Context: an optimization exercise on an open-source flow, tuned for small area, a short achievable clock period and few clock cycles per item. The choices shown serve that exercise and are no tape-out recipe. At most, simulation tests tie the RTL to the original design; equivalence was not proved.

== 01-06 ==
Design arctan, start of the top module:
module arctan #
	(
		parameter integer C_S00_AXIS_TDATA_WIDTH	= 32,
		parameter integer C_M00_AXIS_TDATA_WIDTH	= 32,
    parameter integer ITERATIONS = 16
	)
	(
		input wire  s00_axis_aclk, s00_axis_aresetn,
		input wire  s00_axis_tlast, s00_axis_tvalid,
		input wire [C_S00_AXIS_TDATA_WIDTH-1 : 0] s00_axis_tdata,
		input wire [(C_S00_AXIS_TDATA_WIDTH/8)-1: 0] s00_axis_tstrb,
		output logic  s00_axis_tready,
		input wire  m00_axis_aclk, m00_axis_aresetn,
		input wire  m00_axis_tready,
		output logic  m00_axis_tvalid, m00_axis_tlast,
		output logic [C_M00_AXIS_TDATA_WIDTH-1 : 0] m00_axis_tdata,
		output logic [(C_M00_AXIS_TDATA_WIDTH/8)-1: 0] m00_axis_tstrb
	);
export LEC_CHECK = 0
export ABC_AREA = 1
export CAP_MARGIN = 20
export CORE_MARGIN = 2
export CORE_UTILIZATION = 40
export SETUP_SLACK_MARGIN = 2.5
export SLEW_MARGIN = 20
create_clock -name core_clock -period 5.0 [get_ports {s00_axis_aclk}]
run.sh (not shown) runs the stock make flow with config.mk's settings and CLKGATE_MAP_FILE= SYNTH_SCRIPT=/design/flow/synth_recipe.tcl, a recipe that flattens the netlist after the stock synthesis.
01-06 completed end to end with timing, DRC and antenna clean.
diff inputs: 01-06 => 06-19
Settings: SETUP_SLACK_MARGIN now 2.6, was 2.5.
--- outcome ---
Any difference in number of instances in the placed design between 01-06 and 06-19 is small enough to ignore.
Comparing 01-06 and 06-19, the lower minimum clock period was measured on 06-19.
Cell area | 06-19 vs 01-06 | 06-19 larger
Proportion of cell area occupied by registers ends up higher on 01-06.
01-06 -> 06-19: number of maximum-capacitance violations delta 0, exact match
Function was not checked in any run of this note: the RTL went through the layout flow alone.


arctan, a different RTL version from the one above (not shown whole).
For scale: ~720 flip-flops, about 0.046 mm^2 of cells after synthesis.
## arctan
module arctan #
	(
		parameter integer C_S00_AXIS_TDATA_WIDTH	= 32,
		parameter integer C_M00_AXIS_TDATA_WIDTH	= 32,
    parameter integer ITERATIONS = 16
	)
	(
		input wire  s00_axis_aclk, s00_axis_aresetn,
		input wire  s00_axis_tlast, s00_axis_tvalid,
		input wire [C_S00_AXIS_TDATA_WIDTH-1 : 0] s00_axis_tdata,
		input wire [(C_S00_AXIS_TDATA_WIDTH/8)-1: 0] s00_axis_tstrb,
		output logic  s00_axis_tready,
		input wire  m00_axis_aclk, m00_axis_aresetn,
		input wire  m00_axis_tready,
		output logic  m00_axis_tvalid, m00_axis_tlast,
		output logic [C_M00_AXIS_TDATA_WIDTH-1 : 0] m00_axis_tdata,
		output logic [(C_M00_AXIS_TDATA_WIDTH/8)-1: 0] m00_axis_tstrb
	);
  logic ov;   
  wire adv = m00_axis_tready | ~ov;
  assign s00_axis_tready = adv;
  wire signed [15:0] x_in = s00_axis_tdata[15:0];
  wire signed [15:0] y_in = s00_axis_tdata[31:16];
  logic s0_v;
  logic [4:0] s0_side;
  logic signed [15:0] s0_x, s0_y;
  logic [1:0] s0_q;
  logic [0:0] s0_b;
  logic s1_v;
  logic [4:0] s1_side;
  logic signed [15:0] s1_x, s1_y;
  logic [1:0] s1_q;
  logic [1:0] s1_b;
  logic s2_v;
  logic [4:0] s2_side;
  logic signed [15:0] s2_x, s2_y;
  logic [1:0] s2_q;
  logic [2:0] s2_b;
  logic s3_v;
  logic [4:0] s3_side;
  logic signed [15:0] s3_x, s3_y;
  logic [1:0] s3_q;
  logic [3:0] s3_b;
  logic s4_v;
  logic [4:0] s4_side;
  logic signed [15:0] s4_x, s4_y;
  logic [1:0] s4_q;
  logic [4:0] s4_b;
  logic s5_v;
  logic [4:0] s5_side;
  logic signed [15:0] s5_x, s5_y;
  logic [1:0] s5_q;
  logic [5:0] s5_b;
  logic s6_v;
  logic [4:0] s6_side;
  logic signed [15:0] s6_x, s6_y;
  logic [1:0] s6_q;
  logic [6:0] s6_b;
  logic s7_v;
  logic [4:0] s7_side;
  logic signed [15:0] s7_x, s7_y;
  logic [1:0] s7_q;
  logic [7:0] s7_b;
  logic s8_v;
  logic [4:0] s8_side;
  logic signed [15:0] s8_x, s8_y;
  logic [1:0] s8_q;
  logic [8:0] s8_b;
  logic s9_v;
  logic [4:0] s9_side;
  logic signed [15:0] s9_x, s9_y;
  logic [1:0] s9_q;
  logic [9:0] s9_b;
  logic s10_v;
  logic [4:0] s10_side;
  logic signed [15:0] s10_x, s10_y;
  logic [1:0] s10_q;
  logic [10:0] s10_b;
  ...
Settings: LEC_CHECK=0, ABC_AREA=1, CAP_MARGIN=20, CORE_MARGIN=2, CORE_UTILIZATION=55, SETUP_SLACK_MARGIN=2.5, SLEW_MARGIN=20; clock period 5.0 ns.
The first run produced a clean layout.
Testbench counts at the start, summed over its fixed seeds: cycles 16,128, items 16,000.
Edit:
--- a/flow/config.mk
+++ b/flow/config.mk
@@ -9,5 +9,5 @@
 export CAP_MARGIN = 20
 export CORE_MARGIN = 2
-export CORE_UTILIZATION = 55
-export SETUP_SLACK_MARGIN = 2.5
+export CORE_UTILIZATION = 40
+export SETUP_SLACK_MARGIN = 2.3
 export SLEW_MARGIN = 20
What happened:
- final area shrinks by 1.7%
- wire length fell by 2.1%
- via count falls by 1.5%
- global-route usage falls by 6.3 points
- count of clock-buffer cells in the layout increases by 3
Edit:
--- a/flow/config.mk
+++ b/flow/config.mk
@@ -10,4 +10,4 @@
 export CORE_MARGIN = 2
 export CORE_UTILIZATION = 40
-export SETUP_SLACK_MARGIN = 2.3
+export SETUP_SLACK_MARGIN = 2.7
 export SLEW_MARGIN = 20
=> Setup slack improves by 0.089 ns; register-to-register slack improves by 0.13 ns; via count increases by 8.5%.
Edit:
--- a/flow/config.mk
+++ b/flow/config.mk
@@ -10,4 +10,4 @@
 export CORE_MARGIN = 2
 export CORE_UTILIZATION = 40
-export SETUP_SLACK_MARGIN = 2.7
+export SETUP_SLACK_MARGIN = 2.5
 export SLEW_MARGIN = 20
After rerunning: Final cell count decreases by 5.0%. Routed wire length came out lower by about 11%. Worst hold slack improved by 0.0074 ns. Global-route usage is lower by 0.77 points. Cell area decreases by 13%.


## v28
arctan, a different RTL version from the one above (not shown whole).
Size: ~720 flip-flops, ~82 I/O pins.
Design arctan, start of the top module:
module arctan #
	(
		parameter integer C_S00_AXIS_TDATA_WIDTH	= 32,
		parameter integer C_M00_AXIS_TDATA_WIDTH	= 32,
    parameter integer ITERATIONS = 16
	)
	(
		input wire  s00_axis_aclk, s00_axis_aresetn,
		input wire  s00_axis_tlast, s00_axis_tvalid,
		input wire [C_S00_AXIS_TDATA_WIDTH-1 : 0] s00_axis_tdata,
		input wire [(C_S00_AXIS_TDATA_WIDTH/8)-1: 0] s00_axis_tstrb,
		output logic  s00_axis_tready,
		input wire  m00_axis_aclk, m00_axis_aresetn,
		input wire  m00_axis_tready,
		output logic  m00_axis_tvalid, m00_axis_tlast,
		output logic [C_M00_AXIS_TDATA_WIDTH-1 : 0] m00_axis_tdata,
		output logic [(C_M00_AXIS_TDATA_WIDTH/8)-1: 0] m00_axis_tstrb
	);
  logic ov;   
  wire adv = m00_axis_tready | ~ov;
  assign s00_axis_tready = adv;
  wire signed [15:0] x_in = s00_axis_tdata[15:0];
  wire signed [15:0] y_in = s00_axis_tdata[31:16];
  logic s0_v;
  logic [4:0] s0_side;
  logic signed [15:0] s0_x, s0_y;
  logic [1:0] s0_q;
  logic [0:0] s0_b;
  logic s1_v;
  logic [4:0] s1_side;
  logic signed [15:0] s1_x, s1_y;
  logic [1:0] s1_q;
  logic [1:0] s1_b;
  logic s2_v;
  logic [4:0] s2_side;
  logic signed [15:0] s2_x, s2_y;
  logic [1:0] s2_q;
  logic [2:0] s2_b;
  logic s3_v;
  logic [4:0] s3_side;
  logic signed [15:0] s3_x, s3_y;
  logic [1:0] s3_q;
  logic [3:0] s3_b;
  logic s4_v;
  logic [4:0] s4_side;
  logic signed [15:0] s4_x, s4_y;
  logic [1:0] s4_q;
  logic [4:0] s4_b;
  logic s5_v;
  logic [4:0] s5_side;
  logic signed [15:0] s5_x, s5_y;
  logic [1:0] s5_q;
  logic [5:0] s5_b;
  logic s6_v;
  logic [4:0] s6_side;
  logic signed [15:0] s6_x, s6_y;
  logic [1:0] s6_q;
  logic [6:0] s6_b;
  logic s7_v;
  logic [4:0] s7_side;
  logic signed [15:0] s7_x, s7_y;
  logic [1:0] s7_q;
  logic [7:0] s7_b;
  logic s8_v;
  logic [4:0] s8_side;
  logic signed [15:0] s8_x, s8_y;
  logic [1:0] s8_q;
  logic [8:0] s8_b;
  logic s9_v;
  logic [4:0] s9_side;
  logic signed [15:0] s9_x, s9_y;
  logic [1:0] s9_q;
  ...
export LEC_CHECK = 0
export ABC_AREA = 1
export CAP_MARGIN = 20
export CORE_MARGIN = 2
export CORE_UTILIZATION = 40
export SETUP_SLACK_MARGIN = 2.0
export SLEW_MARGIN = 20
create_clock -name core_clock -period 5.0 [get_ports {s00_axis_aclk}]
Testbench counts of v28, summed over its fixed seeds: cycles 16,128, items 16,000.
Inputs modified between v28 and v27:
Settings: a change of SETUP_SLACK_MARGIN from 2.0 to 1.7; a deleted ABC_AREA that had been 1.
==> run summary <==
v27: done, clean on timing, DRC and antenna
Compared with v28, v27 ends up with less cell area.
Compared to v28, v27 has critical path depth 7 higher.
Between v27 and v28, it is v27 whose multi-input gate share of the layout cell area is higher, by 1.7 points.
v27: die area is 0.0017 mm^2 lower than what v28 reported.
Run comparison: v28 kind of critical path input port to primary output; v27 kind of critical path register to register
Going from v28 to v27, the synthesized-area fraction occupied by and/or/nand/nor cells was found to have gone down by 3.7 points.
Diff v27..v28 | maximum buffer depth of the clock tree | unchanged
Core occupancy in the finished layout delta (v28 -> v27): insignificant
Diff v28 -> v27: post-detailed-route via-to-cell ratio +4.2%, sum of routed wire length over all layers -about 7%.
Input changes introduced in v17 (baseline for comparison: v27):
Settings: changing SETUP_SLACK_MARGIN from 1.7 to 2.3; setting ABC_AREA to 1 for the first time.
Notes after the runs:
v17 went all the way through the flow, and no timing, DRC or antenna check failed. Per the comparison of v17 with v27, mux contribution to synthesized area went down; fmax went up. Against v27 as the reference, v17 delivers a higher total wire length after detailed routing. On floorplan die height, the higher figure sits with v17, not v27. Re number of non-clock inverters: v17 is about 260% up on v27. On final cell count: between v17 and v27, it ends up higher for v17.
Input changes introduced in v38 (baseline for comparison: v17):
Settings: SETUP_SLACK_MARGIN: 2.3 -> 1.7.
Findings:
- v17 has higher global router's overall resource usage than v38.
- v38 against v17: non-clock buffer instance count of the final layout shows a reduction of about 45%; global routing met2 resource utilization now smaller.
- Of v38 and v17, v38 shows the lower met1 track demand over resource in global routing, with v17 above it.
- Going from v17 to v38, final cell count without fillers now sits lower; finished layout cell area decreased about 2.5%.
- s13_b[9] as the start point of the critical path was reported by v17, and m00_axis_tready by v38.


arctan, a different RTL version from the one above (not shown whole).
Size in the first run: ~4700 cells after synthesis, about 740 flip-flops.
Settings: LEC_CHECK=0, ABC_AREA=1, CAP_MARGIN=20, CORE_MARGIN=2, CORE_UTILIZATION=40, CTS_CLUSTER_DIAMETER=70, CTS_CLUSTER_SIZE=40, SETUP_SLACK_MARGIN=2.5, SLEW_MARGIN=20; clock period 5.0 ns.
The baseline went through all stages and came out clean.
Testbench counts at the start, summed over its fixed seeds: cycles 16,128, items 16,000.
Rerun with:
Settings changed: CORE_UTILIZATION 40 to 45, PLACE_DENSITY set to 0.65.
Effect:
- The changed run completed with no timing, DRC or antenna violations
- first-iteration DRC count went up by 11%
- sequential cell count is unchanged
- global-route usage is higher by 2.0 points
- worst setup slack gets worse by 67 ps
- cell count fell by 1.7%
- critical path depth goes up by 3
Rerun with:
Settings changed: CORE_UTILIZATION 45 to 40, PLACE_DENSITY 0.65 to not set, SETUP_SLACK_MARGIN 2.5 to 2.55.
Result: Flip-flop and latch count stays the same; clock-buffer cell count goes up by 7; die area goes up by 12%; wire length grows by 0.38%; setup slack is better by 62 ps; final area came out higher by 0.61%; utilization came out lower by 5.5 points; final cell count is higher by 2.1%.
Rerun with:
Settings changed: SETUP_SLACK_MARGIN 2.55 to 2.4.
Outcome: Clock skew drops by 33 ps; setup slack loses 70 ps; design area drops by 3.6%; routed wire length drops by 2.4%; non-clock buffer count drops by 76.


Setup of run A:
Another version of the RTL of arctan (not shown whole).
Size: ~4700 cells after synthesis, ~47000 um^2 of cells after synthesis.
==> flow/design.v (excerpt) <==
module arctan #
	(
		parameter integer C_S00_AXIS_TDATA_WIDTH	= 32,
		parameter integer C_M00_AXIS_TDATA_WIDTH	= 32,
    parameter integer ITERATIONS = 16
	)
	(
		input wire  s00_axis_aclk, s00_axis_aresetn,
		input wire  s00_axis_tlast, s00_axis_tvalid,
		input wire [C_S00_AXIS_TDATA_WIDTH-1 : 0] s00_axis_tdata,
		input wire [(C_S00_AXIS_TDATA_WIDTH/8)-1: 0] s00_axis_tstrb,
		output logic  s00_axis_tready,
		input wire  m00_axis_aclk, m00_axis_aresetn,
		input wire  m00_axis_tready,
		output logic  m00_axis_tvalid, m00_axis_tlast,
		output logic [C_M00_AXIS_TDATA_WIDTH-1 : 0] m00_axis_tdata,
		output logic [(C_M00_AXIS_TDATA_WIDTH/8)-1: 0] m00_axis_tstrb
	);
Settings: LEC_CHECK=0, ABC_AREA=1, CAP_MARGIN=20, CORE_MARGIN=2, CORE_UTILIZATION=40, CTS_CLUSTER_DIAMETER=40, CTS_CLUSTER_SIZE=20, SETUP_SLACK_MARGIN=2.5, SLEW_MARGIN=20; clock period 5.0 ns.
Run A has completed all stages; timing, DRC and antenna checks passed.
Testbench counts of run A, summed over its fixed seeds: cycles 16,128, items 16,000.
Inputs modified between run A and run B:
Settings: CTS_CLUSTER_SIZE no longer set, was 20; CTS_CLUSTER_DIAMETER no longer set, was 40; SETUP_SLACK_MARGIN now 2.4, was 2.5.
Results
The cell with the largest stage delay on the worst path comes out sky130_fd_sc_hd__edfxtp_1 in one run and sky130_fd_sc_hd__clkdlybuf4s50_1 in the other, namely in run A and run B respectively.
Run B against run A: non-clock buffer count has decreased; global router's overall resource usage was more or less identical; initial DRC count has decreased; vias after detailed routing down 1.6%; sequential fraction of total cell area grew by 1.4 points.
From run A to run B the numbers moved as follows: slew of the pin with the lowest slew margin fell by 0.26 ns; proportion of cell area occupied by multi-input gates rose by 0.32 points; total of clock buffers placed in the layout fell by 14%.
What run C does differently from run B at the input level:
Settings: SETUP_SLACK_MARGIN: 2.4 -> 2.5.
Status: global-route wire length before repair parity (run B, run C). Taking run B as the reference, in run C wire length now larger, final worst-path setup slack now larger, via count now larger. Relative to run B, the final cell utilization of the core of run C is higher by 0.57 points. Changes observed in run C relative to run B: global-route usage held steady, cell area grew by 1.2%.


alpha:
arctan, a different RTL version from the one above (not shown whole).
For scale: roughly 750 flip-flops, roughly 0.046 mm^2 of cells after synthesis.
Settings: LEC_CHECK=0, ABC_AREA=1, CAP_MARGIN=20, CORE_MARGIN=2, CORE_UTILIZATION=40, CTS_CLUSTER_DIAMETER=70, CTS_CLUSTER_SIZE=40, SETUP_SLACK_MARGIN=2.6, SLEW_MARGIN=20; clock period 5.0 ns.
alpha completed end to end with timing, DRC and antenna clean.
Testbench counts of alpha, summed over its fixed seeds: cycles 16,128, items 16,000.
Input changes introduced in beta (baseline for comparison: alpha):
Settings: CTS_CLUSTER_DIAMETER now 80, was 70; CTS_CLUSTER_SIZE now 35, was 40; SETUP_SLACK_MARGIN now 2.5, was 2.6.
==> run summary <==
- Changes observed in beta relative to alpha: total detailed-routing wirelength now smaller; post-cts resize count shows a reduction of 55%.
- Delta (beta minus alpha): required time of the critical path went up; via count went down; synthesized area did not really move.
- Global-route track usage on met2: beta vs alpha up 0.20 points
- Worst reg-to-reg setup slack in beta is 0.03 ns below alpha.
What gamma does differently from beta at the input level:
Settings: a deleted CTS_CLUSTER_SIZE that had been 35; a deleted CTS_CLUSTER_DIAMETER that had been 80.
--- outcome ---
gamma went all the way through the flow, and no timing, DRC or antenna check failed. Relative to beta, the final core area utilization of gamma is higher by 0.79 points. gamma vs. beta: number of buffers inserted during clock tree synthesis now sits higher; H-tree level count now sits higher; final critical delay including setup and external delays now sits lower; final worst-path cycle share now sits at about the same level.
Changes in delta relative to gamma:
Settings: an added CTS_CLUSTER_DIAMETER of 70; an added CTS_CLUSTER_SIZE of 40.
### Flow results
The global-route track usage on met1 on gamma is in line with that on delta.
delta ended up with a higher count of buffers added by post-CTS timing repair for setup than gamma did.
Side by side, area occupied by multi-input gates turned out higher in delta than in gamma.
Lower layout buffer count excluding clock buffers among gamma and delta: delta
For global-route met2 utilization, gamma and delta come out practically identical.
Worst hold slack | delta below gamma
Sum of met2 wire segment lengths after detailed routing of gamma is on par with delta.
Critical path arrival (higher): gamma

[static timing again, ports no longer ideal]
Ports are ideal in the flow. The routed layouts listed here were re-timed in OpenROAD. Step 1: set_driving_cell puts a clkbuf_16 on s00_axis_aclk and a buf_2 on each other input, an assumption about the parent block. Step 2 adds t to the input delays and takes it off the output delays; t is the mean of the earliest and latest rising clock arrival at the registers after step 1. Input paths then give back, and output paths get back, about the clock's delay inside the block. Slacks: no drivers / after step 1 / after step 2; pairs: no drivers / after step 1.
| run | shift t [ns] | setup slack, ns | worst hold slack (ns) | latest minus earliest clock arrival (ns) | slew at the worst register clock pin (ns) |
|---|---|---|---|---|---|
| 01-06 | 0.728 | 2.273 / 2.256 / 1.955 | 0.406 / 0.406 / 0.406 | 0.054 / 0.054 | 0.07 / 0.07 |
| 06-19 | 0.726 | 2.481 / 2.460 / 2.098 | 0.397 / 0.397 / 0.397 | 0.046 / 0.046 | 0.06 / 0.06 |
| the first run of note 2 | 0.685 | 2.429 / 2.410 / 1.996 | 0.412 / 0.412 / 0.412 | 0.016 / 0.017 | 0.06 / 0.06 |
| the second run of note 2 | 0.713 | 2.367 / 2.298 / 1.891 | 0.408 / 0.408 / 0.408 | 0.051 / 0.051 | 0.07 / 0.07 |
| the third run of note 2 | 0.718 | 2.457 / 2.425 / 1.991 | 0.396 / 0.396 / 0.396 | 0.060 / 0.060 | 0.06 / 0.06 |
| the fourth run of note 2 | 0.715 | 2.449 / 2.411 / 1.902 | 0.403 / 0.403 / 0.403 | 0.041 / 0.042 | 0.07 / 0.07 |
| v28 | 0.704 | 2.042 / 2.021 / 1.510 | 0.411 / 0.411 / 0.411 | 0.028 / 0.028 | 0.06 / 0.06 |
| v27 | 0.685 | 1.753 / 1.753 / 1.270 | 0.401 / 0.401 / 0.401 | 0.034 / 0.034 | 0.06 / 0.06 |
| v17 | 0.710 | 2.274 / 2.274 / 1.846 | 0.401 / 0.401 / 0.401 | 0.054 / 0.054 | 0.06 / 0.06 |
| v38 | 0.700 | 1.871 / 1.843 / 1.647 | 0.411 / 0.411 / 0.411 | 0.059 / 0.059 | 0.07 / 0.07 |
| the first run of note 4 | 0.758 | 2.554 / 2.511 / 1.971 | 0.411 / 0.411 / 0.411 | 0.062 / 0.063 | 0.10 / 0.10 |
| the second run of note 4 | 0.732 | 2.487 / 2.487 / 1.965 | 0.411 / 0.411 / 0.411 | 0.041 / 0.041 | 0.11 / 0.11 |
| the third run of note 4 | 0.770 | 2.549 / 2.549 / 2.013 | 0.339 / 0.339 / 0.339 | 0.089 / 0.089 | 0.09 / 0.09 |
| the fourth run of note 4 | 0.746 | 2.480 / 2.431 / 1.931 | 0.388 / 0.388 / 0.388 | 0.055 / 0.054 | 0.09 / 0.09 |
| run A | 0.744 | 2.549 / 2.549 / 1.898 | 0.393 / 0.393 / 0.393 | 0.046 / 0.045 | 0.06 / 0.06 |
| run B | 0.726 | 2.467 / 2.394 / 1.856 | 0.390 / 0.390 / 0.390 | 0.036 / 0.036 | 0.07 / 0.07 |
| run C | 0.718 | 2.514 / 2.514 / 1.927 | 0.405 / 0.405 / 0.405 | 0.043 / 0.043 | 0.06 / 0.06 |
| alpha | 0.746 | 2.578 / 2.578 / 1.966 | 0.370 / 0.370 / 0.370 | 0.077 / 0.077 | 0.10 / 0.10 |
| beta | 0.723 | 2.550 / 2.531 / 1.940 | 0.418 / 0.418 / 0.418 | 0.044 / 0.044 | 0.12 / 0.12 |
| gamma | 0.722 | 2.553 / 2.527 / 1.933 | 0.364 / 0.364 / 0.364 | 0.069 / 0.069 | 0.06 / 0.06 |
| delta | 0.764 | 2.577 / 2.520 / 1.942 | 0.344 / 0.344 / 0.344 | 0.093 / 0.093 | 0.11 / 0.11 |
After both steps every run listed still meets setup and hold. The setup slack of run A, which loses most, moves by 0.000 ns with the drivers and by -0.651 ns with both steps.
